This design comes from an exercise in tuning for small area on the open sky130 flow, not from production work. In this exercise RTL edits were held to simulation tests only and were not proved equivalent to the original. The clock input has no modelled driver; a real chip could not lean on it and would need a root buffer or a full tree. No activity file was given, so power comes from the tool's default toggle rates.

==> flow/design.v <==
module top_calc_accum_final (
    input  wire clk,
    input  wire reset,
    input  wire [1:0] op_sel_raw,
    input  wire [7:0] data_in_raw,
    input  wire calc_btn_raw,
    output wire [6:0] disp0,
    output wire [6:0] disp1,
    output wire [6:0] disp2,
    output wire [6:0] disp3,
    output wire [6:0] disp4,
    output wire neg_flag,
    output wire error_flag,
    output wire [7:0] acc_out
);
    reg [1:0] op_s1, op;
    reg [7:0] d_s1, d;
    reg [7:0] acc;
    reg [6:0] frac;
    reg       err_q;
    reg [2:0] mode, cnt;
    wire [7:0] acc_n;
    wire [6:0] frac_n;
    wire       err_n;
    wire [2:0] mode_n, cnt_n;
    wire       hund;
    calc_core u_core (
        .reset(reset), .btn(calc_btn_raw), .op(op), .d(d),
        .acc(acc), .frac(frac), .err_q(err_q), .mode(mode), .cnt(cnt),
        .acc_n(acc_n), .frac_n(frac_n), .err_n(err_n), .mode_n(mode_n), .cnt_n(cnt_n),
        .disp0(disp0), .disp1(disp1), .disp2(disp2), .disp3(disp3), .hund(hund)
    );
    always @(posedge clk) begin
        op_s1 <= op_sel_raw;
        op    <= op_s1;
        d_s1  <= data_in_raw;
        d     <= d_s1;
        acc   <= acc_n;
        frac  <= frac_n;
        err_q <= err_n;
        mode  <= mode_n;
        cnt   <= cnt_n;
    end
    assign disp4      = {hund, 2'b00, hund, hund, hund, 1'b1};
    assign acc_out    = acc;
    assign neg_flag   = ~acc[7];
    assign error_flag = err_q;
endmodule
module calc_core (
    input  wire       reset,
    input  wire       btn,
    input  wire [1:0] op,
    input  wire [7:0] d,
    input  wire [7:0] acc,
    input  wire [6:0] frac,
    input  wire       err_q,
    input  wire [2:0] mode,
    input  wire [2:0] cnt,
    output wire [7:0] acc_n,
    output wire [6:0] frac_n,
    output wire       err_n,
    output wire [2:0] mode_n,
    output wire [2:0] cnt_n,
    output wire [6:0] disp0, disp1, disp2, disp3,
    output wire       hund
);
    wire [7:0] sel;
    wire refuse, ferr;
    wire [6:0] fnew;
    dp2 u_dp (.op(op), .d(d), .acc(acc), .frac(frac), .sel(sel), .refuse(refuse), .fnew(fnew), .ferr(ferr));
    ctl5 u_ctl (.sel(sel), .refuse(refuse), .ferr(ferr), .fnew(fnew), .reset(reset), .btn(btn), .op(op), .d(d), .dummy(),
                .acc(acc), .frac(frac), .err_q(err_q), .mode(mode), .cnt(cnt),
                .acc_n(acc_n), .frac_n(frac_n), .err_n(err_n), .mode_n(mode_n), .cnt_n(cnt_n));
    dispM u_dm (.acc(acc), .disp2(disp2), .disp3(disp3), .u4(hund));
    dispF u_df (.frac(frac), .disp0(disp0), .disp1(disp1));
endmodule
module dp2 (
  input wire [1:0] op,
  input wire [7:0] d,
  input wire [7:0] acc,
  input wire [6:0] frac,
  output wire [7:0] sel,
  output wire refuse,
  output wire [6:0] fnew,
  output wire ferr
);
  wire new_n43, new_n44, new_n45, new_n46, new_n47, new_n48, new_n49, new_n50, new_n51, new_n52, new_n53, new_n54, new_n55, new_n56, new_n57, new_n58, new_n59, new_n60, new_n61, new_n62, new_n63, new_n64, new_n65, new_n66, new_n67, new_n68, new_n69, new_n70, new_n71, new_n72, new_n74, new_n75, new_n76, new_n77, new_n78, new_n79, new_n80, new_n82, new_n83, new_n84, new_n85, new_n86, new_n87, new_n88, new_n89, new_n90, new_n91, new_n92, new_n93, new_n94, new_n95, new_n96, new_n97, new_n98, new_n99, new_n100, new_n101, new_n103, new_n104, new_n105, new_n106, new_n107, new_n108, new_n109, new_n110, new_n111, new_n112, new_n113, new_n114, new_n115, new_n117, new_n118, new_n119, new_n120, new_n121, new_n122, new_n123, new_n124, new_n125, new_n126, new_n127, new_n128, new_n129, new_n131, new_n132, new_n133, new_n134, new_n135, new_n136, new_n137, new_n138, new_n139, new_n140, new_n141, new_n142, new_n143, new_n144, new_n145, new_n146, new_n147, new_n148, new_n149, new_n150, new_n152, new_n153, new_n154, new_n155, new_n156, new_n157, new_n158, new_n159, new_n160, new_n161, new_n162, new_n163, new_n164, new_n166, new_n168, new_n169, new_n170, new_n171, new_n172, new_n173, new_n174, new_n175, new_n176, new_n177, new_n178, new_n179, new_n180, new_n181, new_n182, new_n184, new_n185, new_n186, new_n187, new_n188, new_n189, new_n191, new_n192, new_n193, new_n194, new_n195, new_n196, new_n197, new_n198, new_n199, new_n200, new_n201, new_n202, new_n203, new_n204, new_n205, new_n206, new_n207, new_n208, new_n209, new_n210, new_n211, new_n212, new_n213, new_n214, new_n215, new_n216, new_n217, new_n218, new_n219, new_n220, new_n221, new_n222, new_n223, new_n224, new_n226, new_n227, new_n228, new_n229, new_n230, new_n231, new_n232, new_n233, new_n234, new_n235, new_n236, new_n237, new_n238, new_n239, new_n240, new_n241, new_n242, new_n243, new_n244, new_n245, new_n246, new_n247, new_n248, new_n249, new_n250, new_n251, new_n252, new_n253, new_n254, new_n255, new_n256, new_n257, new_n258, new_n259, new_n260, new_n261, new_n262, new_n263, new_n264, new_n265, new_n266, new_n267, new_n268, new_n269, new_n270, new_n271, new_n272, new_n273, new_n274, new_n275, new_n276, new_n277, new_n278, new_n279, new_n280, new_n281, new_n282, new_n283, new_n284, new_n285, new_n286, new_n287, new_n288, new_n289, new_n290, new_n291, new_n292, new_n293, new_n294, new_n295, new_n296, new_n297, new_n298, new_n299, new_n300, new_n301, new_n302, new_n303, new_n304, new_n305, new_n306, new_n307, new_n308, new_n309, new_n310, new_n311, new_n312, new_n313, new_n314, new_n315, new_n316, new_n317, new_n319, new_n320, new_n321, new_n322, new_n323, new_n324, new_n325, new_n327, new_n328, new_n329, new_n330, new_n331, new_n333, new_n334, new_n335, new_n336, new_n337, new_n338, new_n339, new_n341, new_n342, new_n343, new_n345, new_n346, new_n347, new_n348, new_n349, new_n350, new_n351, new_n352, new_n353, new_n354, new_n355, new_n356, new_n357, new_n358, new_n359, new_n360, new_n361, new_n362, new_n363, new_n364, new_n365, new_n366;
  assign new_n43 = op[0] & op[1] ;
  assign new_n44 = ~op[1] & d[0] ;
  assign new_n45 = acc[0] & ~new_n44;
  assign new_n46 = ~acc[0] & new_n44;
  assign new_n47 = ~new_n45 & ~new_n46;
  assign new_n48 = ~new_n43 & new_n47;
  assign new_n49 = ~op[0] & op[1] ;
  assign new_n50 = ~acc[6] & ~acc[7] ;
  assign new_n51 = acc[6] & acc[7] ;
  assign new_n52 = ~new_n50 & ~new_n51;
  assign new_n53 = new_n49 & ~new_n52;
  assign new_n54 = ~new_n48 & ~new_n53;
  assign new_n55 = ~op[0] & ~op[1] ;
  assign new_n56 = d[1] & ~new_n55;
  assign new_n57 = op[0] & ~op[1] ;
  assign new_n58 = ~d[1] & ~new_n57;
  assign new_n59 = ~new_n56 & ~new_n58;
  assign new_n60 = ~acc[1] & ~new_n59;
  assign new_n61 = ~new_n53 & ~new_n59;
  assign new_n62 = acc[1] & ~new_n61;
  assign new_n63 = ~new_n60 & ~new_n62;
  assign new_n64 = op[0] & acc[7] ;
  assign new_n65 = new_n54 & ~new_n64;
  assign new_n66 = acc[0] & ~new_n65;
  assign new_n67 = ~d[0] & new_n57;
  assign new_n68 = ~new_n66 & ~new_n67;
  assign new_n69 = ~new_n63 & ~new_n68;
  assign new_n70 = new_n63 & new_n68;
  assign new_n71 = ~new_n69 & ~new_n70;
  assign new_n72 = new_n43 & new_n71;
  assign sel[0] = new_n54 & ~new_n72;
  assign new_n74 = acc[2] & ~new_n53;
  assign new_n75 = ~new_n60 & ~new_n70;
  assign new_n76 = new_n74 & ~new_n75;
  assign new_n77 = ~new_n74 & new_n75;
  assign new_n78 = ~new_n76 & ~new_n77;
  assign new_n79 = new_n43 & ~new_n78;
  assign new_n80 = ~new_n43 & ~new_n71;
  assign sel[1] = new_n79 | new_n80;
  assign new_n82 = d[3] & ~new_n55;
  assign new_n83 = ~d[3] & ~new_n57;
  assign new_n84 = ~new_n82 & ~new_n83;
  assign new_n85 = ~acc[3] & ~new_n84;
  assign new_n86 = ~new_n53 & ~new_n84;
  assign new_n87 = acc[3] & ~new_n86;
  assign new_n88 = ~new_n85 & ~new_n87;
  assign new_n89 = d[2] & ~new_n55;
  assign new_n90 = ~d[2] & ~new_n57;
  assign new_n91 = ~new_n89 & ~new_n90;
  assign new_n92 = ~new_n78 & new_n91;
  assign new_n93 = acc[2] & ~new_n76;
  assign new_n94 = ~new_n92 & ~new_n93;
  assign new_n95 = ~new_n88 & new_n94;
  assign new_n96 = new_n88 & ~new_n94;
  assign new_n97 = ~new_n95 & ~new_n96;
  assign new_n98 = new_n43 & ~new_n97;
  assign new_n99 = new_n78 & ~new_n91;
  assign new_n100 = ~new_n92 & ~new_n99;
  assign new_n101 = ~new_n43 & ~new_n100;
  assign sel[2] = ~new_n98 & ~new_n101;
  assign new_n103 = d[4] & ~new_n55;
  assign new_n104 = ~d[4] & ~new_n57;
  assign new_n105 = ~new_n103 & ~new_n104;
  assign new_n106 = ~acc[4] & ~new_n105;
  assign new_n107 = ~new_n53 & ~new_n105;
  assign new_n108 = acc[4] & ~new_n107;
  assign new_n109 = ~new_n106 & ~new_n108;
  assign new_n110 = ~new_n87 & ~new_n96;
  assign new_n111 = ~new_n109 & new_n110;
  assign new_n112 = new_n109 & ~new_n110;
  assign new_n113 = ~new_n111 & ~new_n112;
  assign new_n114 = new_n43 & ~new_n113;
  assign new_n115 = ~new_n43 & ~new_n97;
  assign sel[3] = ~new_n114 & ~new_n115;
  assign new_n117 = d[5] & ~new_n55;
  assign new_n118 = ~d[5] & ~new_n57;
  assign new_n119 = ~new_n117 & ~new_n118;
  assign new_n120 = ~acc[5] & ~new_n119;
  assign new_n121 = ~new_n53 & ~new_n119;
  assign new_n122 = acc[5] & ~new_n121;
  assign new_n123 = ~new_n120 & ~new_n122;
  assign new_n124 = ~new_n108 & ~new_n112;
  assign new_n125 = ~new_n123 & new_n124;
  assign new_n126 = new_n123 & ~new_n124;
  assign new_n127 = ~new_n125 & ~new_n126;
  assign new_n128 = new_n43 & ~new_n127;
  assign new_n129 = ~new_n43 & ~new_n113;
  assign sel[4] = ~new_n128 & ~new_n129;
  assign new_n131 = ~new_n122 & ~new_n126;
  assign new_n132 = d[6] & ~new_n55;
  assign new_n133 = ~d[6] & ~new_n57;
  assign new_n134 = ~new_n132 & ~new_n133;
  assign new_n135 = acc[6] & new_n134;
  assign new_n136 = ~acc[4] & ~acc[5] ;
  assign new_n137 = acc[6] & new_n136;
  assign new_n138 = ~acc[0] & ~acc[1] ;
  assign new_n139 = ~acc[2] & ~acc[3] ;
  assign new_n140 = new_n138 & new_n139;
  assign new_n141 = new_n137 & new_n140;
  assign new_n142 = new_n53 & ~new_n141;
  assign new_n143 = ~acc[6] & ~new_n134;
  assign new_n144 = ~new_n142 & ~new_n143;
  assign new_n145 = ~new_n135 & new_n144;
  assign new_n146 = new_n131 & ~new_n145;
  assign new_n147 = ~new_n131 & new_n145;
  assign new_n148 = ~new_n146 & ~new_n147;
  assign new_n149 = new_n43 & new_n148;
  assign new_n150 = ~new_n43 & new_n127;
  assign sel[5] = new_n149 | new_n150;
  assign new_n152 = ~new_n43 & new_n148;
  assign new_n153 = ~op[0] & ~d[7] ;
  assign new_n154 = op[0] & d[7] ;
  assign new_n155 = ~new_n153 & ~new_n154;
  assign new_n156 = ~op[1] & new_n155;
  assign new_n157 = new_n131 & ~new_n135;
  assign new_n158 = ~new_n143 & ~new_n157;
  assign new_n159 = new_n156 & ~new_n158;
  assign new_n160 = ~new_n156 & new_n158;
  assign new_n161 = ~new_n49 & new_n160;
  assign new_n162 = ~new_n159 & ~new_n161;
  assign new_n163 = acc[7] & ~new_n162;
  assign new_n164 = ~acc[7] & new_n162;
  assign sel[7] = ~new_n163 & ~new_n164;
  assign new_n166 = new_n43 & sel[7] ;
  assign sel[6] = new_n152 | new_n166;
  assign new_n168 = acc[7] & new_n159;
  assign new_n169 = ~new_n155 & new_n158;
  assign new_n170 = ~d[3] & ~d[4] ;
  assign new_n171 = ~d[5] & ~d[6] ;
  assign new_n172 = new_n170 & new_n171;
  assign new_n173 = ~op[1] & ~d[0] ;
  assign new_n174 = ~d[1] & ~d[2] ;
  assign new_n175 = new_n173 & new_n174;
  assign new_n176 = new_n172 & new_n175;
  assign new_n177 = acc[7] & ~new_n176;
  assign new_n178 = ~acc[7] & new_n176;
  assign new_n179 = ~new_n177 & ~new_n178;
  assign new_n180 = new_n169 & new_n179;
  assign new_n181 = new_n49 & ~new_n142;
  assign new_n182 = ~new_n180 & ~new_n181;
  assign refuse = new_n168 | ~new_n182;
  assign new_n184 = ~op[1] & frac[0] ;
  assign new_n185 = acc[7] & frac[0] ;
  assign new_n186 = ~frac[1] & ~new_n185;
  assign new_n187 = frac[1] & new_n185;
  assign new_n188 = new_n43 & ~new_n187;
  assign new_n189 = ~new_n186 & new_n188;
  assign fnew[0] = new_n184 | new_n189;
  assign new_n191 = ~acc[7] & ~frac[6] ;
  assign new_n192 = acc[7] & frac[6] ;
  assign new_n193 = ~new_n191 & ~new_n192;
  assign new_n194 = new_n47 & new_n193;
  assign new_n195 = new_n71 & new_n194;
  assign new_n196 = ~new_n100 & new_n195;
  assign new_n197 = ~new_n97 & new_n196;
  assign new_n198 = ~new_n113 & new_n197;
  assign new_n199 = ~new_n127 & new_n198;
  assign new_n200 = ~new_n148 & new_n199;
  assign new_n201 = ~new_n159 & ~new_n200;
  assign new_n202 = ~acc[7] & ~new_n160;
  assign new_n203 = ~new_n201 & new_n202;
  assign new_n204 = new_n169 & ~new_n200;
  assign new_n205 = ~op[1] & acc[7] ;
  assign new_n206 = new_n204 & new_n205;
  assign new_n207 = ~new_n203 & ~new_n206;
  assign new_n208 = frac[1] & ~new_n207;
  assign new_n209 = ~new_n187 & ~new_n208;
  assign new_n210 = frac[2] & ~new_n209;
  assign new_n211 = ~frac[2] & new_n209;
  assign new_n212 = ~new_n210 & ~new_n211;
  assign new_n213 = acc[0] & new_n43;
  assign new_n214 = new_n212 & new_n213;
  assign new_n215 = ~acc[0] & new_n43;
  assign new_n216 = ~new_n212 & new_n215;
  assign new_n217 = frac[0] & ~new_n207;
  assign new_n218 = ~frac[1] & ~new_n217;
  assign new_n219 = frac[0] & new_n208;
  assign new_n220 = ~new_n218 & ~new_n219;
  assign new_n221 = ~op[1] & ~new_n220;
  assign new_n222 = ~frac[0] & new_n49;
  assign new_n223 = ~new_n221 & ~new_n222;
  assign new_n224 = ~new_n216 & new_n223;
  assign fnew[1] = ~new_n214 & new_n224;
  assign new_n226 = ~frac[1] & ~frac[2] ;
  assign new_n227 = ~new_n207 & ~new_n226;
  assign new_n228 = ~new_n217 & ~new_n227;
  assign new_n229 = frac[3] & ~new_n228;
  assign new_n230 = ~frac[3] & new_n228;
  assign new_n231 = ~new_n229 & ~new_n230;
  assign new_n232 = new_n43 & new_n231;
  assign new_n233 = op[1] & new_n212;
  assign new_n234 = ~new_n208 & ~new_n217;
  assign new_n235 = frac[2] & ~new_n234;
  assign new_n236 = ~frac[2] & new_n234;
  assign new_n237 = ~new_n235 & ~new_n236;
  assign new_n238 = ~new_n233 & new_n237;
  assign new_n239 = new_n49 & new_n220;
  assign new_n240 = ~new_n214 & ~new_n239;
  assign new_n241 = ~new_n238 & new_n240;
  assign new_n242 = new_n232 & ~new_n241;
  assign new_n243 = ~new_n232 & new_n241;
  assign new_n244 = ~new_n242 & ~new_n243;
  assign new_n245 = ~frac[3] & new_n226;
  assign new_n246 = ~new_n207 & ~new_n245;
  assign new_n247 = ~new_n217 & ~new_n246;
  assign new_n248 = ~frac[4] & new_n247;
  assign new_n249 = ~new_n207 & ~new_n248;
  assign new_n250 = frac[5] & new_n249;
  assign new_n251 = ~frac[5] & ~new_n249;
  assign new_n252 = ~new_n250 & ~new_n251;
  assign new_n253 = new_n49 & ~new_n252;
  assign new_n254 = ~new_n212 & new_n237;
  assign new_n255 = frac[4] & ~new_n247;
  assign new_n256 = ~new_n248 & ~new_n255;
  assign new_n257 = new_n231 & new_n256;
  assign new_n258 = new_n254 & new_n257;
  assign new_n259 = ~new_n252 & new_n258;
  assign new_n260 = new_n252 & ~new_n258;
  assign new_n261 = ~new_n259 & ~new_n260;
  assign new_n262 = new_n213 & new_n261;
  assign new_n263 = new_n212 & new_n257;
  assign new_n264 = new_n262 & ~new_n263;
  assign new_n265 = ~frac[6] & ~new_n207;
  assign new_n266 = frac[6] & new_n207;
  assign new_n267 = ~new_n265 & ~new_n266;
  assign new_n268 = ~new_n261 & new_n267;
  assign new_n269 = frac[5] & ~frac[6] ;
  assign new_n270 = ~frac[5] & frac[6] ;
  assign new_n271 = ~new_n269 & ~new_n270;
  assign new_n272 = new_n261 & new_n271;
  assign new_n273 = ~new_n268 & ~new_n272;
  assign new_n274 = new_n43 & ~new_n273;
  assign new_n275 = ~new_n264 & new_n274;
  assign new_n276 = new_n264 & new_n273;
  assign new_n277 = ~op[1] & ~new_n252;
  assign new_n278 = new_n49 & ~new_n256;
  assign new_n279 = ~new_n277 & ~new_n278;
  assign new_n280 = ~new_n276 & new_n279;
  assign new_n281 = ~new_n275 & new_n280;
  assign new_n282 = new_n215 & ~new_n261;
  assign new_n283 = ~op[1] & new_n256;
  assign new_n284 = new_n49 & new_n231;
  assign new_n285 = ~new_n283 & ~new_n284;
  assign new_n286 = ~new_n262 & new_n285;
  assign new_n287 = ~new_n282 & new_n286;
  assign new_n288 = new_n254 & ~new_n256;
  assign new_n289 = op[1] & ~new_n288;
  assign new_n290 = new_n231 & ~new_n289;
  assign new_n291 = new_n49 & new_n237;
  assign new_n292 = new_n43 & new_n256;
  assign new_n293 = ~new_n258 & new_n292;
  assign new_n294 = ~new_n291 & ~new_n293;
  assign new_n295 = ~new_n290 & new_n294;
  assign new_n296 = ~new_n244 & new_n295;
  assign new_n297 = new_n287 & new_n296;
  assign new_n298 = new_n281 & ~new_n297;
  assign new_n299 = ~new_n253 & ~new_n298;
  assign new_n300 = ~new_n43 & new_n252;
  assign new_n301 = ~new_n273 & ~new_n300;
  assign new_n302 = ~new_n213 & ~new_n267;
  assign new_n303 = ~new_n301 & new_n302;
  assign new_n304 = new_n299 & ~new_n303;
  assign new_n305 = ~new_n287 & ~new_n295;
  assign new_n306 = new_n244 & new_n305;
  assign new_n307 = ~new_n281 & ~new_n306;
  assign new_n308 = ~new_n49 & ~new_n303;
  assign new_n309 = ~new_n307 & new_n308;
  assign new_n310 = ~new_n213 & new_n301;
  assign new_n311 = ~new_n267 & new_n307;
  assign new_n312 = ~new_n310 & ~new_n311;
  assign new_n313 = ~new_n309 & new_n312;
  assign new_n314 = ~new_n299 & ~new_n313;
  assign new_n315 = ~new_n304 & ~new_n314;
  assign new_n316 = ~new_n244 & new_n315;
  assign new_n317 = new_n244 & ~new_n315;
  assign fnew[2] = new_n316 | new_n317;
  assign new_n319 = new_n214 & new_n231;
  assign new_n320 = ~new_n303 & ~new_n319;
  assign new_n321 = new_n295 & new_n320;
  assign new_n322 = ~new_n295 & ~new_n320;
  assign new_n323 = ~new_n321 & ~new_n322;
  assign new_n324 = ~new_n316 & new_n323;
  assign new_n325 = new_n316 & ~new_n323;
  assign fnew[3] = new_n324 | new_n325;
  assign new_n327 = new_n316 & ~new_n321;
  assign new_n328 = ~new_n316 & ~new_n322;
  assign new_n329 = ~new_n327 & ~new_n328;
  assign new_n330 = new_n287 & ~new_n329;
  assign new_n331 = ~new_n287 & new_n329;
  assign fnew[4] = ~new_n330 & ~new_n331;
  assign new_n333 = new_n303 & ~new_n306;
  assign new_n334 = ~new_n299 & ~new_n303;
  assign new_n335 = ~new_n333 & ~new_n334;
  assign new_n336 = new_n313 & ~new_n335;
  assign new_n337 = ~new_n299 & ~new_n305;
  assign new_n338 = new_n333 & ~new_n337;
  assign new_n339 = ~new_n281 & ~new_n338;
  assign fnew[5] = ~new_n336 & ~new_n339;
  assign new_n341 = ~new_n253 & ~new_n313;
  assign new_n342 = new_n253 & new_n313;
  assign new_n343 = ~new_n334 & ~new_n342;
  assign fnew[6] = ~new_n341 & new_n343;
  assign new_n345 = frac[6] & ~new_n47;
  assign new_n346 = ~new_n71 & new_n345;
  assign new_n347 = new_n100 & new_n346;
  assign new_n348 = new_n97 & new_n347;
  assign new_n349 = new_n113 & new_n348;
  assign new_n350 = new_n127 & new_n349;
  assign new_n351 = new_n148 & new_n350;
  assign new_n352 = new_n168 & ~new_n351;
  assign new_n353 = ~acc[7] & new_n204;
  assign new_n354 = frac[1] & frac[2] ;
  assign new_n355 = frac[3] & new_n354;
  assign new_n356 = acc[7] & ~frac[4] ;
  assign new_n357 = ~frac[5] & new_n356;
  assign new_n358 = ~new_n355 & new_n357;
  assign new_n359 = new_n350 & new_n358;
  assign new_n360 = frac[4] & new_n269;
  assign new_n361 = ~new_n245 & new_n360;
  assign new_n362 = new_n141 & ~new_n191;
  assign new_n363 = ~new_n361 & new_n362;
  assign new_n364 = new_n181 & ~new_n363;
  assign new_n365 = ~new_n359 & new_n364;
  assign new_n366 = ~new_n353 & ~new_n365;
  assign ferr = new_n352 | ~new_n366;
endmodule
module ctl5 (
  input wire [7:0] sel,
  input wire refuse,
  input wire ferr,
  input wire [6:0] fnew,
  input wire reset,
  input wire btn,
  input wire [1:0] op,
  input wire [7:0] d,
  input wire [7:0] acc,
  input wire [6:0] frac,
  input wire err_q,
  input wire [2:0] mode,
  input wire [2:0] cnt,
  output wire [7:0] acc_n,
  output wire [6:0] frac_n,
  output wire err_n,
  output wire [2:0] mode_n,
  output wire [2:0] cnt_n,
  output wire dummy
);
  wire new_n76, new_n77, new_n78, new_n79, new_n80, new_n81, new_n82, new_n84, new_n85, new_n87, new_n88, new_n90, new_n91, new_n93, new_n94, new_n96, new_n97, new_n99, new_n100, new_n102, new_n103, new_n105, new_n106, new_n107, new_n108, new_n109, new_n110, new_n112, new_n113, new_n115, new_n116, new_n118, new_n119, new_n121, new_n122, new_n124, new_n125, new_n127, new_n128, new_n130, new_n131, new_n132, new_n134, new_n135, new_n136, new_n137, new_n138, new_n139, new_n140, new_n141, new_n142, new_n143, new_n144, new_n145, new_n147, new_n148, new_n149, new_n151, new_n152, new_n154, new_n155, new_n156, new_n157, new_n158, new_n159, new_n160, new_n161, new_n162, new_n164, new_n165, new_n166, new_n168, new_n169;
  assign new_n76 = mode[1] & mode[2] ;
  assign new_n77 = ~err_q & ~mode[0] ;
  assign new_n78 = new_n76 & new_n77;
  assign new_n79 = ~reset & ~new_n78;
  assign new_n80 = acc[0] & new_n79;
  assign new_n81 = ~reset & new_n78;
  assign new_n82 = sel[0] & new_n81;
  assign acc_n[0] = new_n80 | new_n82;
  assign new_n84 = acc[1] & new_n79;
  assign new_n85 = sel[1] & new_n81;
  assign acc_n[1] = new_n84 | new_n85;
  assign new_n87 = acc[2] & new_n79;
  assign new_n88 = sel[2] & new_n81;
  assign acc_n[2] = new_n87 | new_n88;
  assign new_n90 = acc[3] & new_n79;
  assign new_n91 = sel[3] & new_n81;
  assign acc_n[3] = new_n90 | new_n91;
  assign new_n93 = acc[4] & new_n79;
  assign new_n94 = sel[4] & new_n81;
  assign acc_n[4] = new_n93 | new_n94;
  assign new_n96 = acc[5] & new_n79;
  assign new_n97 = sel[5] & new_n81;
  assign acc_n[5] = new_n96 | new_n97;
  assign new_n99 = acc[6] & new_n79;
  assign new_n100 = sel[6] & new_n81;
  assign acc_n[6] = new_n99 | new_n100;
  assign new_n102 = acc[7] & new_n79;
  assign new_n103 = sel[7] & new_n81;
  assign acc_n[7] = new_n102 | new_n103;
  assign new_n105 = mode[0] & new_n76;
  assign new_n106 = ~ferr & new_n105;
  assign new_n107 = ~reset & ~new_n106;
  assign new_n108 = frac[0] & new_n107;
  assign new_n109 = ~reset & new_n106;
  assign new_n110 = fnew[0] & new_n109;
  assign frac_n[0] = new_n108 | new_n110;
  assign new_n112 = frac[1] & new_n107;
  assign new_n113 = fnew[1] & new_n109;
  assign frac_n[1] = new_n112 | new_n113;
  assign new_n115 = frac[2] & new_n107;
  assign new_n116 = fnew[2] & new_n109;
  assign frac_n[2] = new_n115 | new_n116;
  assign new_n118 = frac[3] & new_n107;
  assign new_n119 = fnew[3] & new_n109;
  assign frac_n[3] = new_n118 | new_n119;
  assign new_n121 = frac[4] & new_n107;
  assign new_n122 = fnew[4] & new_n109;
  assign frac_n[4] = new_n121 | new_n122;
  assign new_n124 = frac[5] & new_n107;
  assign new_n125 = fnew[5] & new_n109;
  assign frac_n[5] = new_n124 | new_n125;
  assign new_n127 = frac[6] & new_n107;
  assign new_n128 = fnew[6] & new_n109;
  assign frac_n[6] = new_n127 | new_n128;
  assign new_n130 = ~refuse & new_n105;
  assign new_n131 = ~err_q & ~new_n105;
  assign new_n132 = ~reset & ~new_n131;
  assign err_n = ~new_n130 & new_n132;
  assign new_n134 = ~reset & ~mode[1] ;
  assign new_n135 = mode[2] & new_n134;
  assign new_n136 = cnt[0] & cnt[1] ;
  assign new_n137 = cnt[2] & new_n136;
  assign new_n138 = ~mode[0] & ~mode[1] ;
  assign new_n139 = ~mode[2] & new_n138;
  assign new_n140 = ~btn & ~new_n139;
  assign new_n141 = btn & new_n139;
  assign new_n142 = ~new_n140 & ~new_n141;
  assign new_n143 = new_n137 & ~new_n142;
  assign new_n144 = ~mode[0] & ~new_n143;
  assign new_n145 = new_n134 & ~new_n144;
  assign mode_n[0] = new_n135 | new_n145;
  assign new_n147 = mode[1] & ~mode[2] ;
  assign new_n148 = ~new_n144 & new_n147;
  assign new_n149 = ~reset & ~new_n138;
  assign mode_n[1] = ~new_n148 & new_n149;
  assign new_n151 = ~reset & mode[0] ;
  assign new_n152 = mode[1] & new_n151;
  assign mode_n[2] = new_n135 | new_n152;
  assign new_n154 = reset & btn;
  assign new_n155 = ~cnt[0] & ~cnt[1] ;
  assign new_n156 = ~cnt[2] & new_n155;
  assign new_n157 = new_n139 & ~new_n156;
  assign new_n158 = ~new_n139 & new_n156;
  assign new_n159 = ~new_n157 & ~new_n158;
  assign new_n160 = new_n154 & new_n159;
  assign new_n161 = ~reset & ~new_n142;
  assign new_n162 = ~cnt[0] & new_n161;
  assign cnt_n[0] = new_n160 | new_n162;
  assign new_n164 = new_n154 & ~new_n159;
  assign new_n165 = ~new_n136 & ~new_n155;
  assign new_n166 = new_n161 & new_n165;
  assign cnt_n[1] = new_n164 | new_n166;
  assign new_n168 = ~cnt[2] & ~new_n136;
  assign new_n169 = ~new_n137 & ~new_n168;
  assign cnt_n[2] = new_n161 & new_n169;
  assign dummy = 1'b0;
endmodule
module dispM (
  input wire [7:0] acc,
  output wire [6:0] disp2,
  output wire [6:0] disp3,
  output wire u4
);
  wire new_n24, new_n25, new_n26, new_n27, new_n28, new_n29, new_n30, new_n31, new_n32, new_n33, new_n34, new_n35, new_n36, new_n37, new_n38, new_n39, new_n40, new_n41, new_n42, new_n43, new_n44, new_n45, new_n46, new_n47, new_n48, new_n49, new_n50, new_n51, new_n52, new_n53, new_n54, new_n55, new_n56, new_n57, new_n58, new_n59, new_n60, new_n61, new_n63, new_n64, new_n65, new_n66, new_n67, new_n68, new_n69, new_n71, new_n73, new_n76, new_n77, new_n78, new_n81, new_n82, new_n83, new_n84, new_n85, new_n86, new_n87, new_n88, new_n89, new_n90, new_n91, new_n92, new_n93, new_n94, new_n95, new_n96, new_n97, new_n99, new_n100, new_n101, new_n102, new_n104, new_n105, new_n106, new_n107, new_n108, new_n109, new_n110, new_n112, new_n116, new_n118;
  assign new_n24 = ~acc[4] & acc[6] ;
  assign new_n25 = acc[2] & new_n24;
  assign new_n26 = acc[4] & ~acc[6] ;
  assign new_n27 = ~acc[2] & new_n26;
  assign new_n28 = ~new_n25 & ~new_n27;
  assign new_n29 = ~acc[3] & acc[5] ;
  assign new_n30 = acc[3] & ~acc[5] ;
  assign new_n31 = ~new_n29 & ~new_n30;
  assign new_n32 = new_n28 & new_n31;
  assign new_n33 = acc[4] & ~new_n30;
  assign new_n34 = ~acc[4] & ~new_n29;
  assign new_n35 = ~new_n33 & ~new_n34;
  assign new_n36 = ~new_n28 & new_n35;
  assign new_n37 = ~new_n32 & ~new_n36;
  assign new_n38 = ~acc[1] & new_n37;
  assign new_n39 = acc[1] & ~new_n37;
  assign new_n40 = ~new_n38 & ~new_n39;
  assign new_n41 = ~acc[0] & ~new_n40;
  assign new_n42 = ~acc[0] & acc[7] ;
  assign new_n43 = acc[2] & ~new_n26;
  assign new_n44 = ~new_n24 & ~new_n43;
  assign new_n45 = acc[1] & ~new_n44;
  assign new_n46 = ~acc[1] & new_n44;
  assign new_n47 = ~new_n45 & ~new_n46;
  assign new_n48 = new_n31 & new_n47;
  assign new_n49 = ~new_n29 & new_n44;
  assign new_n50 = ~new_n30 & ~new_n44;
  assign new_n51 = new_n28 & ~new_n50;
  assign new_n52 = ~new_n49 & new_n51;
  assign new_n53 = new_n47 & ~new_n52;
  assign new_n54 = ~new_n31 & ~new_n53;
  assign new_n55 = ~new_n48 & ~new_n54;
  assign new_n56 = ~new_n42 & new_n55;
  assign new_n57 = ~new_n41 & new_n56;
  assign new_n58 = ~new_n37 & ~new_n55;
  assign new_n59 = ~new_n52 & ~new_n58;
  assign new_n60 = ~new_n55 & new_n59;
  assign new_n61 = new_n42 & new_n60;
  assign disp2[0] = new_n57 | new_n61;
  assign new_n63 = acc[7] & ~new_n40;
  assign new_n64 = ~acc[0] & ~new_n63;
  assign new_n65 = new_n55 & ~new_n64;
  assign new_n66 = ~acc[7] & new_n40;
  assign new_n67 = ~new_n42 & ~new_n63;
  assign new_n68 = ~new_n66 & new_n67;
  assign new_n69 = ~new_n59 & new_n68;
  assign disp2[1] = new_n65 | new_n69;
  assign new_n71 = new_n40 & ~new_n59;
  assign disp2[2] = acc[0] | new_n71;
  assign new_n73 = acc[0] & ~new_n55;
  assign disp2[3] = disp2[2] & ~new_n73;
  assign disp2[4] = ~acc[0] & disp2[1] ;
  assign new_n76 = new_n41 & new_n56;
  assign new_n77 = ~new_n64 & ~new_n68;
  assign new_n78 = ~new_n59 & new_n77;
  assign disp2[5] = new_n76 | new_n78;
  assign disp2[6] = ~new_n68 & disp2[3] ;
  assign new_n81 = ~new_n41 & ~new_n68;
  assign new_n82 = new_n60 & ~new_n81;
  assign new_n83 = new_n37 & ~new_n82;
  assign new_n84 = acc[5] & ~acc[6] ;
  assign new_n85 = ~acc[5] & acc[6] ;
  assign new_n86 = ~new_n84 & ~new_n85;
  assign new_n87 = ~acc[5] & ~acc[7] ;
  assign new_n88 = acc[5] & acc[7] ;
  assign new_n89 = ~new_n87 & ~new_n88;
  assign new_n90 = ~new_n86 & new_n89;
  assign new_n91 = ~new_n35 & ~new_n90;
  assign new_n92 = new_n83 & ~new_n91;
  assign new_n93 = ~acc[4] & ~acc[7] ;
  assign new_n94 = acc[4] & acc[7] ;
  assign new_n95 = ~new_n93 & ~new_n94;
  assign new_n96 = new_n86 & ~new_n95;
  assign new_n97 = ~new_n83 & ~new_n96;
  assign disp3[0] = ~new_n92 & ~new_n97;
  assign new_n99 = new_n86 & new_n95;
  assign new_n100 = new_n35 & new_n86;
  assign new_n101 = ~new_n95 & ~new_n100;
  assign new_n102 = new_n83 & new_n101;
  assign disp3[1] = new_n99 | new_n102;
  assign new_n104 = acc[3] & ~new_n83;
  assign new_n105 = ~acc[7] & new_n83;
  assign new_n106 = ~new_n104 & ~new_n105;
  assign new_n107 = acc[4] & new_n84;
  assign new_n108 = ~new_n106 & new_n107;
  assign new_n109 = ~acc[5] & new_n24;
  assign new_n110 = new_n106 & new_n109;
  assign disp3[5] = new_n108 | new_n110;
  assign new_n112 = new_n90 & ~disp3[5] ;
  assign disp3[2] = new_n83 | new_n112;
  assign disp3[3] = ~new_n92 & disp3[2] ;
  assign disp3[4] = disp3[1] & ~disp3[2] ;
  assign new_n116 = new_n83 & ~new_n86;
  assign disp3[6] = disp3[3] & ~new_n116;
  assign new_n118 = new_n86 & new_n89;
  assign u4 = ~new_n92 & new_n118;
endmodule
module dispF (
  input wire [6:0] frac,
  output wire [6:0] disp0,
  output wire [6:0] disp1
);
  wire new_n22, new_n23, new_n24, new_n25, new_n26, new_n27, new_n28, new_n29, new_n30, new_n31, new_n32, new_n33, new_n34, new_n35, new_n36, new_n37, new_n38, new_n39, new_n40, new_n41, new_n42, new_n43, new_n44, new_n45, new_n46, new_n47, new_n48, new_n49, new_n50, new_n51, new_n52, new_n54, new_n55, new_n56, new_n57, new_n59, new_n60, new_n61, new_n63, new_n66, new_n67, new_n68, new_n71, new_n72, new_n73, new_n74, new_n75, new_n76, new_n77, new_n78, new_n79, new_n80, new_n81, new_n82, new_n83, new_n86, new_n87, new_n88, new_n89, new_n91;
  assign new_n22 = ~frac[3] & frac[5] ;
  assign new_n23 = frac[4] & ~frac[6] ;
  assign new_n24 = ~frac[2] & new_n23;
  assign new_n25 = ~new_n22 & ~new_n24;
  assign new_n26 = ~frac[4] & frac[6] ;
  assign new_n27 = ~new_n23 & ~new_n26;
  assign new_n28 = frac[2] & ~frac[6] ;
  assign new_n29 = new_n22 & ~new_n28;
  assign new_n30 = ~new_n27 & new_n29;
  assign new_n31 = ~new_n25 & ~new_n30;
  assign new_n32 = ~frac[2] & new_n26;
  assign new_n33 = frac[2] & new_n27;
  assign new_n34 = ~new_n32 & ~new_n33;
  assign new_n35 = frac[3] & ~frac[5] ;
  assign new_n36 = new_n26 & new_n35;
  assign new_n37 = new_n34 & ~new_n36;
  assign new_n38 = ~new_n31 & new_n37;
  assign new_n39 = ~frac[0] & ~new_n38;
  assign new_n40 = ~new_n26 & ~new_n33;
  assign new_n41 = ~new_n30 & ~new_n35;
  assign new_n42 = new_n40 & ~new_n41;
  assign new_n43 = ~new_n22 & ~new_n35;
  assign new_n44 = ~new_n40 & new_n43;
  assign new_n45 = ~new_n42 & ~new_n44;
  assign new_n46 = ~frac[1] & ~new_n45;
  assign new_n47 = ~new_n22 & new_n34;
  assign new_n48 = new_n22 & ~new_n40;
  assign new_n49 = ~new_n47 & ~new_n48;
  assign new_n50 = ~frac[1] & ~new_n49;
  assign new_n51 = new_n45 & ~new_n50;
  assign new_n52 = ~new_n46 & ~new_n51;
  assign disp0[0] = ~new_n39 & new_n52;
  assign new_n54 = ~new_n38 & new_n45;
  assign new_n55 = frac[1] & new_n54;
  assign new_n56 = frac[0] & ~new_n46;
  assign new_n57 = ~new_n51 & ~new_n56;
  assign disp0[1] = ~new_n55 & ~new_n57;
  assign new_n59 = new_n49 & new_n55;
  assign new_n60 = ~new_n46 & ~new_n59;
  assign new_n61 = ~new_n38 & ~new_n60;
  assign disp0[2] = frac[0] | new_n61;
  assign new_n63 = frac[0] & ~new_n52;
  assign disp0[3] = disp0[2] & ~new_n63;
  assign disp0[4] = disp0[1] & ~disp0[2] ;
  assign new_n66 = new_n39 & new_n52;
  assign new_n67 = frac[0] & ~new_n38;
  assign new_n68 = ~new_n60 & new_n67;
  assign disp0[5] = new_n66 | new_n68;
  assign disp0[6] = disp0[3] & ~new_n67;
  assign new_n71 = frac[5] & ~frac[6] ;
  assign new_n72 = new_n38 & ~new_n45;
  assign new_n73 = ~new_n54 & ~new_n72;
  assign new_n74 = ~new_n46 & ~new_n73;
  assign new_n75 = new_n71 & new_n74;
  assign new_n76 = ~frac[3] & ~new_n28;
  assign new_n77 = frac[4] & ~new_n76;
  assign new_n78 = ~frac[3] & new_n32;
  assign new_n79 = ~new_n77 & ~new_n78;
  assign new_n80 = ~new_n75 & new_n79;
  assign new_n81 = ~frac[5] & frac[6] ;
  assign new_n82 = ~new_n71 & ~new_n81;
  assign new_n83 = ~new_n71 & ~new_n74;
  assign disp1[3] = new_n80 & ~new_n83;
  assign disp1[6] = ~new_n81 & disp1[3] ;
  assign new_n86 = ~frac[4] & ~disp1[6] ;
  assign new_n87 = ~new_n27 & ~disp1[3] ;
  assign new_n88 = new_n86 & ~new_n87;
  assign new_n89 = ~new_n82 & ~new_n88;
  assign disp1[0] = new_n80 & ~new_n89;
  assign new_n91 = new_n82 & new_n86;
  assign disp1[1] = ~new_n89 & ~new_n91;
  assign disp1[2] = new_n74 | disp1[6] ;
  assign disp1[4] = disp1[1] & ~disp1[2] ;
  assign disp1[5] = ~new_n82 & new_n87;
endmodule
==> flow/flow/run.sh <==
#!/bin/bash
# Own layout flow: the standard synthesis, then an area-oriented re-mapping of the
# combinational logic (registers untouched, several ABC scripts tried, the smallest
# result kept), then the standard layout steps with minimum-size port buffers and a
# smaller clock tree whose root buffer is dropped after CTS.  Each tool's output goes to a log of its own here.
set -euo pipefail
W=$PWD
R=$W/orfs/results/$FLOW_PLATFORM/top_calc_accum_final/base
LIB=$FLOW_HOME/platforms/$FLOW_PLATFORM/lib/sky130_fd_sc_hd__tt_025C_1v80.lib

bash standard.sh synth > $W/log_1_synth.txt 2>&1
cp $R/1_2_yosys.v $W/std_1_2_yosys.v

DONT=""
for c in $(grep -oE 'cell *\( *"?sky130_fd_sc_hd__(lpflow_[a-z0-9_]+|probe[a-z0-9_]*)' $LIB | sed -E 's/.*(sky130_fd_sc_hd__[a-z0-9_]+)/\1/' | sort -u); do
  DONT="$DONT -dont_use $c"
done
remap_one() {
  local s=$1 n
  n=$(basename $s .abc)
  mkdir -p $W/$n
  if (cd $W/$n && LIB=$LIB IN=$W/std_1_2_yosys.v OUT=$W/$n/out.v ABCSCR=$s DONT="$DONT" \
        timeout 1200 yosys -c $W/flow/remap.tcl > $W/log_2_$n.txt 2>&1) &&
     python3 $W/flow/check_remap.py $W/std_1_2_yosys.v $W/$n/out.v >> $W/log_2_$n.txt 2>&1; then
    echo "$n $(grep 'Chip area for top' $W/$n/remap_stat.txt | awk '{print $NF}')" > $W/$n/area.txt
  fi
}
i=0
for s in $W/flow/remap_*.abc; do
  remap_one $s &
  i=$((i + 1))
  if (( i % 4 == 0 )); then wait; fi
done
wait
best=""; bestarea=""
for s in $W/flow/remap_*.abc; do
  n=$(basename $s .abc)
  if [[ -f $W/$n/area.txt ]]; then
    a=$(awk '{print $2}' $W/$n/area.txt)
    echo "$n $a" >> $W/log_2_remap_choice.txt
    if [[ -n "$a" ]] && { [[ -z "$bestarea" ]] || python3 -c "import sys; sys.exit(0 if $a < $bestarea else 1)"; }; then
      best=$n; bestarea=$a
    fi
  else
    echo "$n failed" >> $W/log_2_remap_choice.txt
  fi
done
echo "chosen $best $bestarea" >> $W/log_2_remap_choice.txt
if [[ -n "$best" ]]; then
  cp $W/$best/out.v $W/remap_1_2_yosys.v
  cp $W/remap_1_2_yosys.v $R/1_2_yosys.v
  rm -f $R/1_synth.odb $R/1_synth.sdc
fi
ARGS=("BUFFER_PORTS_ARGS=-buffer_cell sky130_fd_sc_hd__buf_1"
      "CTS_ARGS=-sink_clustering_enable -repair_clock_nets -buf_list sky130_fd_sc_hd__clkbuf_8 -dont_use_dummy_load")
bash standard.sh "${ARGS[@]}" cts > $W/log_3_to_cts.txt 2>&1
# Drop the clock tree's root buffer (the clock port then feeds the <= 4 leaf buffers),
# keeping 3 leaf buffers if the register clock slew stays well inside the limit.
cp $R/4_cts.odb $W/4_cts_standard.odb
for keep in 3 4; do
  rm -f $W/4_cts_fixed.odb
  if KEEP=$keep PLATFORM_DIR=$FLOW_HOME/platforms/$FLOW_PLATFORM LIB=$LIB ODB_IN=$W/4_cts_standard.odb \
       SDC_IN=$R/4_cts.sdc ODB_OUT=$W/4_cts_fixed.odb \
       openroad -no_init -exit $W/flow/fixclk.tcl > $W/log_4_fixclk_$keep.txt 2>&1 &&
     [[ -f $W/4_cts_fixed.odb ]] &&
     python3 -c "import re,sys; m=re.search(r'worst register clock slew: ([0-9.e-]+); clock port pins: (\d+)', open('$W/log_4_fixclk_$keep.txt').read()); sys.exit(0 if m and float(m.group(1)) < 0.110 and int(m.group(2)) <= 4 else 1)"; then
    cp $W/4_cts_fixed.odb $R/4_1_cts.odb
    sleep 1
    cp $W/4_cts_fixed.odb $R/4_cts.odb
    echo "clock root buffer dropped, $keep leaf buffers kept" >> $W/log_4_fixclk_$keep.txt
    break
  else
    echo "not used" >> $W/log_4_fixclk_$keep.txt
  fi
done
bash standard.sh "${ARGS[@]}" finish > $W/log_5_layout.txt 2>&1
==> flow/flow/check_remap.py <==
import re, sys
a, b = (open(f).read() for f in sys.argv[1:3])
ff = lambda s: sorted(re.findall(r'(sky130_fd_sc_hd__(?:dfxtp|edfxtp|dfrtp|dfstp|sdf\w*)_\d)\s+(\S+)\s*\(', s))
assert ff(a) == ff(b), "registers differ"
assert len(re.findall(r'sky130_fd_sc_hd__\w+\s+\S+\s*\(', b)) > len(ff(b)) + 20, "logic missing"
print("check ok", len(ff(b)), "registers")
==> flow/flow/fixclk.tcl <==
read_db $::env(ODB_IN)
read_liberty $::env(LIB)
read_sdc $::env(SDC_IN)
source $::env(PLATFORM_DIR)/setRC.tcl
set block [ord::get_db_block]
proc out_net {inst} {
  foreach it [$inst getITerms] {
    if {[$it isOutputSignal]} { return [$it getNet] }
  }
  return "NULL"
}
set clknet [$block findNet clk]
set root "NULL"
foreach it [$clknet getITerms] {
  set inst [$it getInst]
  if {[string match "sky130_fd_sc_hd__clkbuf_*" [[$inst getMaster] getName]]} { set root $inst }
}
if {$root == "NULL"} { error "no clock root buffer" }
set rootnet [out_net $root]
puts "root [$root getName] [[$root getMaster] getName] drives [$rootnet getName]"
set leaves {}
foreach it [$rootnet getITerms] {
  set inst [$it getInst]
  if {[$inst getName] == [$root getName]} continue
  lappend leaves $it
}
if {[llength $leaves] > 4} { error "root buffer drives [llength $leaves] pins; the clock port may feed at most 4" }
foreach it $leaves { $it disconnect; $it connect $clknet }
puts "moved [llength $leaves] clock-tree inputs from [$root getName] to the clock port"
foreach it [$root getITerms] { if {[$it getNet] != "NULL"} { $it disconnect } }
odb::dbInst_destroy $root
odb::dbNet_destroy $rootnet
# Optionally keep fewer leaf buffers: give the sinks of the leaf with the fewest
# sinks to the nearest remaining leaf, until KEEP leaves are left.
proc leaf_sinks {leaf} {
  set res {}
  foreach it [[out_net $leaf] getITerms] {
    if {[[$it getInst] getName] != [$leaf getName]} { lappend res $it }
  }
  return $res
}
proc dist2 {a b} {
  set ab [$a getBBox]; set bb [$b getBBox]
  set dx [expr {([$ab xMin] + [$ab xMax] - [$bb xMin] - [$bb xMax]) / 2.0}]
  set dy [expr {([$ab yMin] + [$ab yMax] - [$bb yMin] - [$bb yMax]) / 2.0}]
  return [expr {$dx * $dx + $dy * $dy}]
}
set leafinsts {}
foreach it [$clknet getITerms] { lappend leafinsts [$it getInst] }
set keep [expr {[info exists ::env(KEEP)] ? $::env(KEEP) : [llength $leafinsts]}]
while {[llength $leafinsts] > $keep} {
  set small ""; set ns 1000000
  foreach l $leafinsts { set n [llength [leaf_sinks $l]]; if {$n < $ns} { set ns $n; set small $l } }
  set rest {}
  foreach l $leafinsts { if {[$l getName] != [$small getName]} { lappend rest $l } }
  foreach it [leaf_sinks $small] {
    set best ""; set bd 1e30
    foreach l $rest { set d [dist2 [$it getInst] $l]; if {$d < $bd} { set bd $d; set best $l } }
    $it disconnect; $it connect [out_net $best]
  }
  set onet [out_net $small]
  foreach it [$small getITerms] { if {[$it getNet] != "NULL"} { $it disconnect } }
  odb::dbInst_destroy $small
  odb::dbNet_destroy $onet
  set leafinsts $rest
  puts "dropped a leaf buffer; [llength $leafinsts] left"
}
if {[info exists ::env(LEAF_CELL)] && $::env(LEAF_CELL) != ""} {
  foreach l $leafinsts { replace_cell [get_cells [$l getName]] [get_lib_cells $::env(LEAF_CELL)] }
}
foreach l $leafinsts { puts "leaf [$l getName] [[$l getMaster] getName] [llength [leaf_sinks $l]] sinks" }
detailed_placement
check_placement
set_propagated_clock [all_clocks]
estimate_parasitics -placement
report_clock_skew
set worst 0
foreach inst [$block getInsts] {
  if {[string match "*__df*" [[$inst getMaster] getName]]} {
    set s [get_property [get_pins -of_objects [get_cells [$inst getName]] -filter "name==CLK"] slew_max]
    if {$s > $worst} { set worst $s }
  }
}
puts "worst register clock slew: $worst; clock port pins: [llength [$clknet getITerms]]"
report_check_types -max_slew -max_capacitance -violators
write_db $::env(ODB_OUT)
==> flow/flow/remap.tcl <==
# Re-map the combinational cells of the standard synthesis for area.
# Registers (and their instance names) are kept as they are.
yosys read_liberty -ignore_miss_func $::env(LIB)
yosys read_verilog $::env(IN)
yosys hierarchy -top top_calc_accum_final
foreach m {sky130_fd_sc_hd__dfxtp_1 sky130_fd_sc_hd__dfxtp_2 sky130_fd_sc_hd__dfxtp_4 sky130_fd_sc_hd__edfxtp_1 sky130_fd_sc_hd__dfrtp_1} {
  if {[llength [yosys tee -q -s result.string select -list $m]]} { }
  catch { yosys setattr -mod -set keep_hierarchy 1 $m }
}
yosys flatten
yosys opt -purge
yosys tee -o remap_stat_before.txt stat
yosys abc -liberty $::env(LIB) {*}$::env(DONT) -script $::env(ABCSCR)
yosys opt_clean -purge
yosys hilomap -singleton -hicell sky130_fd_sc_hd__conb_1 HI -locell sky130_fd_sc_hd__conb_1 LO
yosys cd top_calc_accum_final
yosys select w:* i:* o:* %u %d
yosys rename -hide
yosys select -clear
yosys cd
yosys opt_clean -purge
yosys rename -enumerate -pattern n%_ w:*
yosys tee -o remap_stat.txt stat -liberty $::env(LIB)
yosys select top_calc_accum_final
yosys write_verilog -noattr -noexpr -selected $::env(OUT)
==> flow/flow/remap_a.abc <==
strash
&get -n
&dc2
&dch -f
&nf -R 5000 -F 50 -A 50 -E 3000 -C 32
&put
topo
==> flow/flow/remap_b.abc <==
strash
dc2
dc2
&get -n
&dch -f
&nf -R 2000 -F 10 -A 10
&put
topo
==> flow/flow/remap_c.abc <==
strash
&get -n
&deepsyn -T 150 -S 1
&dc2
&dch -f
&nf -R 3000 -F 20 -A 20 -E 1000
&put
topo
==> flow/flow/remap_d.abc <==
strash
&get -n
&deepsyn -T 150 -S 2
&dch -f
&nf -R 5000 -F 50 -A 50 -E 3000 -C 32
&put
topo
==> flow/flow/remap_s3.abc <==
strash
&get -n
&deepsyn -T 150 -S 3
&dc2
&dch -f
&nf -R 3000 -F 20 -A 20 -E 1000
&put
topo
==> flow/flow/remap_s4.abc <==
strash
&get -n
&deepsyn -T 150 -S 4
&dc2
&dch -f
&nf -R 3000 -F 20 -A 20 -E 1000
&put
topo
==> flow/flow/remap_s5.abc <==
strash
&get -n
&deepsyn -T 150 -S 5
&dc2
&dch -f
&nf -R 3000 -F 20 -A 20 -E 1000
&put
topo
==> flow/flow/remap_s6.abc <==
strash
&get -n
&deepsyn -T 150 -S 6
&dc2
&dch -f
&nf -R 3000 -F 20 -A 20 -E 1000
&put
topo
==> flow/standard.sh <==
#!/bin/bash
# synth_recipe.tcl (not shown) runs the flow's synth.tcl, then flattens the netlist and writes it again
# the make line also repeats each setting of config.mk as NAME=value (left out here)
make -C /OpenROAD-flow-scripts/flow DESIGN_CONFIG=/design/flow/config.mk WORK_HOME=/design/flow/orfs CLKGATE_MAP_FILE= SYNTH_SCRIPT=/design/flow/synth_recipe.tcl "${@:-finish}"
==> flow/config.mk <==
export PLATFORM = sky130hd
export DESIGN_NAME = top_calc_accum_final
export DESIGN_NICKNAME = top_calc_accum_final
export VERILOG_FILES = /design/flow/design.v
export SDC_FILE = /design/flow/constraint.sdc
export NUM_CORES = 4
export LEC_CHECK = 0
export ABC_AREA = 1
export CAP_MARGIN = 20
export CORE_MARGIN = 2
export CORE_UTILIZATION = 40
export SLEW_MARGIN = 20
==> flow/constraint.sdc <==
create_clock -name core_clock -period 40.0 [get_ports {clk}]
set_input_delay 8.0000 -clock core_clock [delete_from_list [all_inputs] [get_ports {clk}]]
set_output_delay 8.0000 -clock core_clock [all_outputs]
set_load 0.01 [all_outputs]
==> impl_metrics.py, run 1 <==
metrics = {
    "drt": {
        "drtIter0Drc": 183,
        "via_count": 2958,
        "viasPerCell": 5.54,
        "routed_wl_mm": 7.12,
        "remaining_drc_errors": 0,
        "drtAntennaViolNets": 0,
        "wl_per_cell_um": 13.3,
        "drt_pass1_iterations": 4,
    },
    "floorplan": {
        "ios": 58,
        "initial_core_util_pct": 41.2,
        "rows": 30,
        "dieArea_mm2": 0.00768,
        "die_h_um": 87.7,
        "die_w_um": 87.7,
        "coreArea_mm2": 0.00679,
    },
    "finish": {
        "diodes": 0,
        "area_growth_pct": 13.7,
        "drive_above_1_share_pct": 1.14,
        "fillers": 706,
        "fin_nets": 453,
        "postLayoutCellArea_mm2": 0.00318,
    },
    "synthesis": {
        "post_synth.cell_area_avg_um2": 7.40,
        "yosys_warnings": 1,
        "syn_inst": 378,
        "synth_area_mm2": 0.00280,
    },
    "min_path": {
        "hold_class": "flip-flop to flip-flop",
        "min_path_cells": 0,
        "hold_path_startpoint": "d_s1[0]$_DFF_P_",
        "hold_end": "d[0]$_DFF_P_",
    },
    "sta": {
        "finClkSkew_ns": 0.00532,
        "period_share_pct": 29.8,
        "drv_slew": 0,
        "rsz0062_at_grt": "false",
        "finalHoldViolCount": 0,
        "fin_setup_tns_ns": 0,
        "worstMarginPinSlew_ns": 0.874,
        "slew_headroom_pct": 41.1,
        "fin_hold_ws_ns": 0.333,
        "min_period_ns": 11.90,
        "worst_slack_ns": 28.10,
        "clock.fmax_ghz": 0.0840,
        "setup_violations": 0,
    },
    "place": {
        "pre_cts_slack_ns": 28.30,
        "port_buffers": 54,
        "dpl-instance-area_mm2": 0.00314,
        "place_congestion": 0.794,
        "dp_hpwl_mm": 5.45,
    },
    "global_route": {
        "grt_max_degree": 18,
        "grt_util_met2_pct": 30.9,
        "grt_antenna_before_repair": 0,
        "grtUsageMet3_pct": 1.79,
        "grt_most_used_layer": "met2",
        "grt_pass1_wl_mm": 11.7,
        "grt_overflow": 0,
        "grt_util_all_layers_pct": 18.7,
        "grt_pass1_vias": 2465,
        "use_met1_pct": 26.0,
    },
    "critical_path": {
        "path_buf_inv": 2,
        "cp.arrival_ns": 3.90,
        "crit_cells": 18,
        "cp.required_ns": 32.00,
        "r2r_cells": 31,
        "path_class": "flip-flop to output pin",
        "end_kind": "output pin",
        "slowest_stage": "dfxtp_1",
        "r2r_setup_slack_ns": 32.00,
        "worstReg2RegStart": "acc[0]$_DFF_P_",
        "crit_path_max_incr_delay_ns": 0.49,
        "crit_family": "compound AO/OA/AOI/OAI gates",
        "crit_chain": "clkinv_1 -> nand2_1 -> nor2_1 -> a21oi_1 -> mux2i_1 -> xor2_1 -> a21oi_1 -> a21oi_1 -> a21oi_1 -> o31a_1 -> nand2_1 -> o21ai_0 -> a31oi_1 -> a21oi_1 -> o21bai_1 -> and2_0 -> a21boi_0 -> buf_1",
        "crit_fanout": 9,
        "cp-start-kind": "flip-flop",
        "path_common_cell": "a21oi_1",
        "reg2reg_to": "frac[4]$_DFF_P_",
    },
    "clocking": {
        "ctsHoldBuffers": 0,
        "path_clk_slew_ns": 0.09,
        "clock_latency_ns": 0.15,
        "clock-sinks": 42,
        "ctsResizeCount": 0,
        "cts_setup_buffers": 0,
    },
    "power_and_ir_drop": {
        "p_leak_nw": 1.12,
        "ir_drop_mv": 0.0219,
        "fin_total_pwr_w": 0.0000687,
        "p_per_area_mw_per_mm2": 21.6,
    },
    "run": {
        "maxCapViolations": 0,
    },
    "outcome": {
        "status": "no timing/DRC/antenna violations",
    },
}
worst max path at each step:
stage	from	end	slack, ns
2_1_floorplan	acc[6]$_DFF_P_	disp3[6]	28.42
3_3_place_gp	acc[6]$_DFF_P_	disp3[6]	28.52
3_5_place_dp	acc[6]$_DFF_P_	disp3[6]	28.30
4_1_cts	acc[6]$_DFF_P_	disp3[6]	27.96
5_1_grt	acc[6]$_DFF_P_	disp3[6]	27.68
6_report	acc[6]$_DFF_P_	disp3[6]	28.10
power breakdown:
part	leakage, nW	switching (W)	internal, W
combinational	0.751	0.00000420	0.00000238
sequential	0.346	0.00000106	0.0000432
clock	0.0216	0.0000109	0.00000693
state kept, by name, indices dropped and copies added (netlist names):
signal	flops
op	2
op_s1	2
mode	3
d	8
err_q	1
d_s1	8
cnt	3
acc	8
frac	7
metrics by stage:
step,utilization (%),instances
2_1_floorplan,-,379
3_3_place_gp,46.2,531
3_5_place_dp,46.2,531
4_1_cts,47.2,536
5_1_grt,46.8,534
6_report,46.8,534
layout make-up:
cell class | instances | area, um2 | area share [%]
multi-input cells | 317 | 1890 | 59.3
flip-flops and latches | 42 | 841 | 26.4
repair buffers | 56 | 218 | 6.84
well taps | 96 | 120 | 3.78
inverters | 20 | 75.1 | 2.36
clock buffers | 3 | 41.3 | 1.30
layer usage:
metal  routed length, um  part of all wire [%]
met1                3420                    48
met2                3190                    45
met3                 371                   5.2
met4                 133                   1.9
met5                   0                     0
layout by cell type, fill, tap and decap left out, types with 5 or more instances in the layout:
cell      instances
nand2b_1         12
nor2b_1           7
clkinv_1         20
xnor2_1          21
nor4_1            5
a222oi_1          5
buf_1            54
a22o_1            5
a21oi_1          31
xor2_1           15
a31oi_1           7
nor2_1           38
and3_1            5
nand2_1          40
and2_0            5
o21a_1            5
nand3_1           5
o21ai_0          41
nor3_1           12
dfxtp_1          42
==> run 2: changes to the inputs <==
--- a/flow/config.mk
+++ b/flow/config.mk
@@ -9,4 +9,5 @@
 export CAP_MARGIN = 20
 export CORE_MARGIN = 2
 export CORE_UTILIZATION = 40
+export GPL_TIMING_DRIVEN = 0
 export SLEW_MARGIN = 20
==> impl_metrics.py, run 2 <==
metrics = {
    "critical_path": {
        "reg2reg_to": "frac[4]$_DFF_P_",
        "r2r_cells": 32,
        "path_class": "flip-flop to output pin",
        "r2r_setup_slack_ns": 32.19,
        "end_kind": "output pin",
        "crit_fanout": 9,
        "cp.required_ns": 32.00,
        "cp.arrival_ns": 3.96,
        "worstReg2RegStart": "acc[0]$_DFF_P_",
        "cp-start-kind": "flip-flop",
    },
    "drt": {
        "viasPerCell": 5.48,
        "drtAntennaViolNets": 0,
        "drt_pass1_iterations": 7,
        "routed_wl_mm": 6.95,
        "wl_per_cell_um": 13.0,
        "via_count": 2920,
        "remaining_drc_errors": 0,
        "drtIter0Drc": 245,
    },
    "clocking": {
        "cts_setup_buffers": 0,
        "path_clk_slew_ns": 0.09,
        "ctsHoldBuffers": 0,
        "ctsResizeCount": 0,
        "clock_latency_ns": 0.15,
        "clock-sinks": 42,
    },
    "floorplan": {
        "rows": 30,
        "ios": 58,
        "dieArea_mm2": 0.00768,
        "die_h_um": 87.7,
        "initial_core_util_pct": 41.2,
        "coreArea_mm2": 0.00679,
        "die_w_um": 87.7,
    },
    "min_path": {
        "hold_end": "d[2]$_DFF_P_",
        "hold_class": "flip-flop to flip-flop",
        "min_path_cells": 0,
        "hold_path_startpoint": "d_s1[2]$_DFF_P_",
    },
    "sta": {
        "worstMarginPinSlew_ns": 0.844,
        "setup_violations": 0,
        "clock.fmax_ghz": 0.0836,
        "rsz0062_at_grt": "false",
        "min_period_ns": 11.96,
        "finClkSkew_ns": 0.0160,
        "drv_slew": 0,
        "finalHoldViolCount": 0,
        "slew_headroom_pct": 43.2,
        "fin_setup_tns_ns": 0,
        "period_share_pct": 29.9,
        "fin_hold_ws_ns": 0.332,
    },
    "finish": {
        "top_regs": "acc: 8 flops, d: 8 flops, d_s1: 8 flops",
        "drive_above_1_share_pct": 0.915,
        "diodes": 0,
        "final_util_pct": 46.7,
        "fin_nets": 452,
        "area_growth_pct": 13.3,
        "fillers": 691,
        "final_cell_mix": "buf_1 (54), dfxtp_1 (42), o21ai_0 (41)",
        "stdcell_count": 533,
        "layout_commonest_cell": "buf_1",
    },
    "power_and_ir_drop": {
        "switching_share_pct": 23.1,
        "p_leak_nw": 1.11,
        "combPwrFrac_pct": 9.5,
        "p_sw_w": 0.0000158,
        "pwr-share-clk_pct": 25.6,
        "power_frac_seq_pct": 64.9,
        "ir_drop_mv": 0.0189,
        "p_per_area_mw_per_mm2": 21.5,
        "p_int_w": 0.0000525,
    },
    "global_route": {
        "grt_antenna_before_repair": 0,
        "grt_util_all_layers_pct": 18.2,
        "grt_pass1_wl_mm": 11.5,
        "grt_max_degree": 20,
        "grt_pass1_vias": 2548,
        "grt_overflow": 0,
    },
    "place": {
        "port_buffers": 54,
        "dp_hpwl_mm": 5.24,
        "place_congestion": 0.785,
        "dp.cells": 530,
    },
    "outcome": {
        "status": "no timing/DRC/antenna violations",
    },
    "synthesis": {
        "syn_inst": 378,
        "post_synth.cell_area_avg_um2": 7.40,
        "yosys_warnings": 1,
        "synth_area_mm2": 0.00280,
    },
    "run": {
        "maxCapViolations": 0,
    },
}
## run 2: per-layer routing
layer,GRT usage [%],part of all wire (%),vias up
li1,-,-,1502
met1,24.5,48,1311
met2,30.6,45,100
met3,2.54,5.2,7
met4,5.17,1.2,0
met5,0,0,-
## run 2: cell type report
type / count / area (um2) / area share, %
clock buffers: 3 / 41.3 / 1.30
inverters: 20 / 75.1 / 2.37
multi-input cells: 317 / 1890 / 59.5
flip-flops and latches: 42 / 841 / 26.5
well taps: 96 / 120 / 3.79
repair buffers: 55 / 208 / 6.55
## run 2: metrics by stage
step	power [W]	area, um2	worst slack, ns
finish	0.0000683	3170	28.04
global route	0.0000717	3170	27.60
CTS	0.0000761	3200	27.90
detailed placement	0.0000517	3130	28.23
global placement	0.0000516	3130	28.30
floorplan	0.0000498	2800	28.42
## run 2: how the worst max path moves through the flow
| stage | slack [ns] | end | from | cells after the start |
|---|---|---|---|---|
| 6_report | 28.04 | disp3[6] | acc[6]$_DFF_P_ | 18 |
| 3_3_place_gp | 28.30 | disp3[6] | acc[6]$_DFF_P_ | 18 |
| 2_1_floorplan | 28.42 | disp3[6] | acc[6]$_DFF_P_ | 17 |
| 3_5_place_dp | 28.23 | disp3[6] | acc[6]$_DFF_P_ | 18 |
| 5_1_grt | 27.60 | disp3[6] | acc[6]$_DFF_P_ | 18 |
| 4_1_cts | 27.90 | disp3[6] | acc[6]$_DFF_P_ | 18 |
## run 2: worst max-delay path: stages, from the launching register on
cell      delay, ns
dfxtp_1        0.52
clkinv_1       0.19
nand2_1        0.11
nor2_1         0.05
a21oi_1        0.21
mux2i_1        0.40
xor2_1         0.39
a21oi_1        0.10
a21oi_1        0.25
a21oi_1        0.08
o31a_1         0.41
nand2_1        0.09
o21ai_0        0.11
a31oi_1        0.17
a21oi_1        0.07
o21bai_1       0.16
and2_0         0.16
a21boi_0       0.19
buf_1          0.17
## run 2: power by group through the flow
stage	clock network (W)	registers (W)	logic, W
2_1_floorplan	0	0.0000450	0.00000477
3_3_place_gp	0	0.0000452	0.00000639
3_5_place_dp	0	0.0000453	0.00000641
4_1_cts	0.0000253	0.0000443	0.00000645
5_1_grt	0.0000199	0.0000445	0.00000730
6_report	0.0000175	0.0000443	0.00000649

## what the ideal ports hide
The results above use ideal ports. As a check the final layouts listed here were re-extracted and re-timed, cells and wires unchanged. Step 1 (the two cells are an assumption about what drives the block):
set clk [get_ports {clk}]
set_driving_cell -lib_cell sky130_fd_sc_hd__clkbuf_16 $clk
set_driving_cell -lib_cell sky130_fd_sc_hd__buf_2 [delete_from_list [all_inputs] $clk]
Step 2, shift: input delay + t, output delay - t, t = (earliest + latest rising clock arrival at the registers) / 2. This alone moves slack from input paths to output paths. Slacks: ideal / step 1 / step 2; pairs: ideal / step 1.
run	t, ns	setup slack, ns	worst register clock-pin slew, ns
run 1	0.192	28.096 / 28.052 / 28.244	0.09 / 0.09
run 2	0.189	28.038 / 27.995 / 28.184	0.10 / 0.10
After both steps setup and hold are still met in every run listed.
